Background: an optimization exercise with open tools, aiming at small area, a short achievable clock period and few clock cycles per item. Do not read the settings as production practice. At most, simulation tests tie the RTL to the original design; equivalence was not proved.

## job 104
==> flow/design.v <==
module riscv_base_divider (
    input           clk_i,
    input           rst_i,
    input           opcode_valid_i,
    input  [31:0]   opcode_opcode_i,
    input  [31:0]   opcode_pc_i,
    input           opcode_invalid_i,
    input  [4:0]    opcode_rd_idx_i,
    input  [4:0]    opcode_ra_idx_i,
    input  [4:0]    opcode_rb_idx_i,
    input  [31:0]   opcode_ra_operand_i,
    input  [31:0]   opcode_rb_operand_i,
    output          writeback_valid_o,
    output [31:0]   writeback_value_o
);
    wire inst_div_w  = (opcode_opcode_i & 32'hfe00707f) == 32'h2004033;
    wire inst_divu_w = (opcode_opcode_i & 32'hfe00707f) == 32'h2005033;
    wire inst_rem_w  = (opcode_opcode_i & 32'hfe00707f) == 32'h2006033;
    wire inst_remu_w = (opcode_opcode_i & 32'hfe00707f) == 32'h2007033;
    wire div_rem_inst_w = inst_div_w | inst_divu_w | inst_rem_w | inst_remu_w;
    wire valid_req_w = opcode_valid_i & div_rem_inst_w & ~opcode_invalid_i;
    localparam [1:0] S_IDLE = 2'd0, S_SETUP = 2'd1, S_ITER = 2'd2;
    reg [1:0]  state_q;
    reg        valid_q;
    reg [32:0] rem_q;      
    reg [32:0] div_q;      
    reg [31:0] quo_q;      
    reg [5:0]  cnt_q;      
    reg [5:0]  mb_q;       
    reg        is_div_q;
    reg        an_q;       
    reg        sub_q;      
    reg        bzero_q;    
    reg        inv_q;      
    function [5:0] sigbits;
        input [31:0] v;
        input        top;
        reg [31:0] y;
        reg [15:0] n1; reg [15:0] p1;
        reg [7:0]  n2; reg [15:0] p2;
        reg [3:0]  n3; reg [11:0] p3;
        reg [1:0]  n4; reg [7:0]  p4;
        integer i;
        begin
            y = v ^ {top, v[31:1]};
            for (i = 0; i < 16; i = i + 1) begin
                n1[i] = y[2*i+1] | y[2*i];
                p1[i] = y[2*i+1];
            end
            for (i = 0; i < 8; i = i + 1) begin
                n2[i] = n1[2*i+1] | n1[2*i];
                p2[2*i+:2] = n1[2*i+1] ? {1'b1, p1[2*i+1]} : {1'b0, p1[2*i]};
            end
            for (i = 0; i < 4; i = i + 1) begin
                n3[i] = n2[2*i+1] | n2[2*i];
                p3[3*i+:3] = n2[2*i+1] ? {1'b1, p2[2*(2*i+1)+:2]} : {1'b0, p2[2*(2*i)+:2]};
            end
            for (i = 0; i < 2; i = i + 1) begin
                n4[i] = n3[2*i+1] | n3[2*i];
                p4[4*i+:4] = n3[2*i+1] ? {1'b1, p3[3*(2*i+1)+:3]} : {1'b0, p3[3*(2*i)+:3]};
            end
            sigbits = {n4[1] | n4[0], n4[1] ? {1'b1, p4[7:4]} : {1'b0, p4[3:0]}};
        end
    endfunction
    wire        sgn_w   = ~opcode_opcode_i[12];
    wire        an_in_w = sgn_w & opcode_ra_operand_i[31];
    wire        bn_in_w = sgn_w & opcode_rb_operand_i[31];
    wire        sub_in_w = ~(an_in_w ^ bn_in_w);
    reg  [32:0] lowz_w;
    integer     m, e;
    always @* begin
        lowz_w = {~opcode_rb_operand_i, 1'b1};
        for (e = 1; e < 64; e = e * 2)
            for (m = 0; m < 33; m = m + 1)
                if (m % (2*e) == 2*e-1) lowz_w[m] = lowz_w[m] & lowz_w[m-e];
        for (e = 16; e >= 1; e = e / 2)
            for (m = 0; m < 33; m = m + 1)
                if (m >= 3*e-1 && (m - (3*e-1)) % (2*e) == 0) lowz_w[m] = lowz_w[m] & lowz_w[m-e];
    end
    reg  [33:0] pg_g, pg_p;
    integer     k, d;
    always @* begin
        pg_g = {rem_q & div_q, 1'b1};
        pg_p = {rem_q ^ div_q, 1'b0};
        for (d = 1; d < 64; d = d * 2)
            for (k = 0; k < 34; k = k + 1)
                if (k % (2*d) == 2*d-1) begin
                    pg_g[k] = pg_g[k] | (pg_p[k] & pg_g[k-d]);
                    pg_p[k] = pg_p[k] & pg_p[k-d];
                end
        for (d = 16; d >= 1; d = d / 2)
            for (k = 0; k < 34; k = k + 1)
                if (k >= 3*d-1 && (k - (3*d-1)) % (2*d) == 0) begin
                    pg_g[k] = pg_g[k] | (pg_p[k] & pg_g[k-d]);
                    pg_p[k] = pg_p[k] & pg_p[k-d];
                end
    end
    wire [32:0] hp_w    = rem_q ^ div_q;
    wire [32:0] t_w     = hp_w ^ pg_g[32:0];
    wire        tzero_w = &hp_w;
    wire        acc_w   = an_q ? (t_w[32] | tzero_w) : ~t_w[32];
    wire [5:0]  s_w      = cnt_q - mb_q + {5'd0, an_q};
    reg  [32:0] dsh_w;
    integer     j;
    always @* begin
        dsh_w = div_q;
        for (j = 0; j < 6; j = j + 1)
            if (s_w[j]) dsh_w = (dsh_w << (1 << j)) | ((33'd1 << (1 << j)) - 33'd1);
    end
    wire        negq_w   = is_div_q & ~sub_q & ~bzero_q;
    wire        presub_w = acc_w & ~(is_div_q & sub_q);
    wire        last_w   = (cnt_q == 6'd0);
    always @(posedge clk_i or posedge rst_i) begin
        if (rst_i) begin
            state_q <= S_IDLE;
            valid_q <= 1'b0;
        end else begin
            valid_q <= 1'b0;
            case (state_q)
                S_IDLE:  if (valid_req_w) begin
                             if (early_w) valid_q <= 1'b1;
                             else         state_q <= S_SETUP;
                         end
                S_SETUP: if (bzero_q | ~acc_w | tzero_w) begin
                             state_q <= S_IDLE;
                             valid_q <= 1'b1;
                         end else
                             state_q <= S_ITER;
                default: if (last_w) begin
                             state_q <= S_IDLE;
                             valid_q <= 1'b1;
                         end
            endcase
        end
    end
    wire [5:0] ma_in_w = sigbits(opcode_ra_operand_i, an_in_w);
    wire [5:0] mb_in_w = sigbits(opcode_rb_operand_i, bn_in_w);
    wire       lt0_w   = ma_in_w[4:0] < mb_in_w[4:0];
    wire       lt1_w   = {1'b0, ma_in_w[4:0]} + 6'd1 < {1'b0, mb_in_w[4:0]};
    wire       early_w = mb_in_w[5] & (ma_in_w[5] ? (an_in_w ? lt1_w : lt0_w)
                                                  : (~an_in_w | (mb_in_w[4:0] != 5'd0)));
    always @(posedge clk_i) begin
        case (state_q)
            S_IDLE: begin
                quo_q    <= 32'd0;
                is_div_q <= ~opcode_opcode_i[13];
                an_q     <= an_in_w;
                sub_q    <= sub_in_w;
                bzero_q  <= (opcode_rb_operand_i == 32'd0);
                rem_q    <= {an_in_w, opcode_ra_operand_i};
                div_q    <= {bn_in_w, opcode_rb_operand_i} ^ ({33{sub_in_w}} | lowz_w);
                cnt_q    <= {1'b0, ma_in_w[4:0]} + {5'd0, ma_in_w[5]};
                mb_q     <= {1'b0, mb_in_w[4:0]} + {5'd0, mb_in_w[5]};
            end
            S_SETUP: begin
                if (presub_w & ~bzero_q) rem_q <= t_w;
                inv_q <= negq_w;
                quo_q <= {{31{bzero_q | (negq_w & acc_w)}},
                          bzero_q | (negq_w & acc_w) | (tzero_w & is_div_q & sub_q)};
                div_q <= dsh_w;
                cnt_q <= s_w;
            end
            default: begin
                if (acc_w) rem_q <= t_w;
                quo_q <= {quo_q[30:0], acc_w ^ inv_q};
                div_q <= {div_q[32], div_q[32:1]};
                cnt_q <= cnt_q - 6'd1;
            end
        endcase
    end
    assign writeback_valid_o = valid_q;
    assign writeback_value_o = is_div_q ? quo_q : rem_q[31:0];
endmodule
Settings: LEC_CHECK=0, CAP_MARGIN=20, CORE_MARGIN=2, CORE_UTILIZATION=40, SETUP_SLACK_MARGIN=2.0, SLEW_MARGIN=20; clock period 6.0 ns.
standard.sh (not shown) runs the stock make flow with config.mk's settings and CLKGATE_MAP_FILE= SYNTH_SCRIPT=/design/flow/synth_recipe.tcl, a recipe that flattens the netlist after the stock synthesis.
==> flow/flow/run.sh <==
#!/bin/bash
set -euo pipefail
export BUFFER_PORTS_ARGS="-buffer_cell sky130_fd_sc_hd__buf_1"
bash standard.sh > flow.log 2>&1
Both conditions hold for job 104: the flow ran to the end and the final layout passed the timing, design-rule and antenna checks.
#### Input delta (job 101 over job 104)
diff --git a/flow/design.v b/flow/design.v
--- a/flow/design.v
+++ b/flow/design.v
@@ -28,13 +28,12 @@
     reg [5:0]  cnt_q;      
     reg [5:0]  mb_q;       
     reg        is_div_q;
     reg        an_q;       
     reg        sub_q;      
     reg        bzero_q;    
-    reg        inv_q;      
     function [5:0] sigbits;
         input [31:0] v;
         input        top;
         reg [31:0] y;
         reg [15:0] n1; reg [15:0] p1;
         reg [7:0]  n2; reg [15:0] p2;
@@ -96,35 +95,36 @@
                 end
     end
     wire [32:0] hp_w    = rem_q ^ div_q;
     wire [32:0] t_w     = hp_w ^ pg_g[32:0];
     wire        tzero_w = &hp_w;
     wire        acc_w   = an_q ? (t_w[32] | tzero_w) : ~t_w[32];
-    wire [5:0]  s_w      = cnt_q - mb_q + {5'd0, an_q};
+    wire [5:0]  s_w      = cnt_q - mb_q;
     reg  [32:0] dsh_w;
     integer     j;
     always @* begin
         dsh_w = div_q;
         for (j = 0; j < 6; j = j + 1)
             if (s_w[j]) dsh_w = (dsh_w << (1 << j)) | ((33'd1 << (1 << j)) - 33'd1);
     end
     wire        negq_w   = is_div_q & ~sub_q & ~bzero_q;
     wire        presub_w = acc_w & ~(is_div_q & sub_q);
     wire        last_w   = (cnt_q == 6'd0);
+    wire       early_w = (state_q == S_SETUP) & (cnt_q < mb_q);
+    wire       idle_w  = (state_q == S_IDLE) | early_w;
     always @(posedge clk_i or posedge rst_i) begin
         if (rst_i) begin
             state_q <= S_IDLE;
             valid_q <= 1'b0;
         end else begin
             valid_q <= 1'b0;
             case (state_q)
-                S_IDLE:  if (valid_req_w) begin
-                             if (early_w) valid_q <= 1'b1;
-                             else         state_q <= S_SETUP;
-                         end
-                S_SETUP: if (bzero_q | ~acc_w | tzero_w) begin
+                S_IDLE:  if (valid_req_w) state_q <= S_SETUP;
+                S_SETUP: if (early_w) begin
+                             if (!valid_req_w) state_q <= S_IDLE;
+                         end else if (bzero_q | ~acc_w | tzero_w) begin
                              state_q <= S_IDLE;
                              valid_q <= 1'b1;
                          end else
                              state_q <= S_ITER;
                 default: if (last_w) begin
                              state_q <= S_IDLE;
@@ -132,42 +132,37 @@
                          end
             endcase
         end
     end
     wire [5:0] ma_in_w = sigbits(opcode_ra_operand_i, an_in_w);
     wire [5:0] mb_in_w = sigbits(opcode_rb_operand_i, bn_in_w);
-    wire       lt0_w   = ma_in_w[4:0] < mb_in_w[4:0];
-    wire       lt1_w   = {1'b0, ma_in_w[4:0]} + 6'd1 < {1'b0, mb_in_w[4:0]};
-    wire       early_w = mb_in_w[5] & (ma_in_w[5] ? (an_in_w ? lt1_w : lt0_w)
-                                                  : (~an_in_w | (mb_in_w[4:0] != 5'd0)));
     always @(posedge clk_i) begin
-        case (state_q)
-            S_IDLE: begin
+        case ({idle_w, state_q})
+            {1'b1, S_IDLE}, {1'b1, S_SETUP}: begin
                 quo_q    <= 32'd0;
                 is_div_q <= ~opcode_opcode_i[13];
                 an_q     <= an_in_w;
                 sub_q    <= sub_in_w;
                 bzero_q  <= (opcode_rb_operand_i == 32'd0);
                 rem_q    <= {an_in_w, opcode_ra_operand_i};
                 div_q    <= {bn_in_w, opcode_rb_operand_i} ^ ({33{sub_in_w}} | lowz_w);
-                cnt_q    <= {1'b0, ma_in_w[4:0]} + {5'd0, ma_in_w[5]};
+                cnt_q    <= {1'b0, ma_in_w[4:0]} + {5'd0, ma_in_w[5]} + {5'd0, an_in_w};
                 mb_q     <= {1'b0, mb_in_w[4:0]} + {5'd0, mb_in_w[5]};
             end
-            S_SETUP: begin
+            {1'b0, S_SETUP}: begin
                 if (presub_w & ~bzero_q) rem_q <= t_w;
-                inv_q <= negq_w;
                 quo_q <= {{31{bzero_q | (negq_w & acc_w)}},
                           bzero_q | (negq_w & acc_w) | (tzero_w & is_div_q & sub_q)};
                 div_q <= dsh_w;
                 cnt_q <= s_w;
             end
             default: begin
                 if (acc_w) rem_q <= t_w;
-                quo_q <= {quo_q[30:0], acc_w ^ inv_q};
+                quo_q <= {quo_q[30:0], acc_w ^ negq_w};
                 div_q <= {div_q[32], div_q[32:1]};
                 cnt_q <= cnt_q - 6'd1;
             end
         endcase
     end
-    assign writeback_valid_o = valid_q;
+    assign writeback_valid_o = valid_q | early_w;
     assign writeback_value_o = is_div_q ? quo_q : rem_q[31:0];
 endmodule
Notes after the runs:
- Diff job 104 -> job 101 | fraction of synthesized area in multiplexers | increase of 2.2 points
- Biggest cell delay along the critical path was lower in job 101 than in job 104.
- Taking job 104 as the reference, in job 101 final period demand of the worst path lower; overall fraction of global-route tracks in use now sits higher; well tap count -about 1.5%; maximum number of pins on one net before global-route repair saw a decrease; routed wire length fell by 1.3 mm.
- input port to flip-flop as the worst setup path category was reported by job 104, and flip-flop to flip-flop by job 101.
- Per the final summary, job 101 finished and its layout is clean on timing, DRC and antenna.
Testbench counts of job 101, summed over its fixed seeds: cycles 23,427, divs 3,200.
For job 104, only the layout was checked, not whether the RTL still works.

## afterwards: timing with drivers on the ports
No port has a modelled driver above. Below, the same layouts with a new extraction and two added sets of constraints. Step 1: set_driving_cell puts a clkbuf_16 on clk_i and a buf_2 on each other input, an assumption about the parent block. Step 2 times the ports against the registers' clock, not the clock port: input delays grow and output delays shrink by t, the midpoint of the rising clock arrivals with the driver on. Three values: no drivers, after step 1, after step 2; two values: the first two.
run	t (ns)	setup WS [ns]	worst hold slack (ns)	worst setup path after step 2
job 104	0.466	1.734 / 1.739 / 1.274	0.437 / 0.437 / 0.437	input to register
job 101	0.468	2.214 / 2.170 / 1.810	0.449 / 0.449 / 0.449	input to register
After both steps every run listed still meets setup and hold. The setup slack of job 104, which loses most, moves by +0.005 ns with the drivers and by -0.460 ns with both steps.
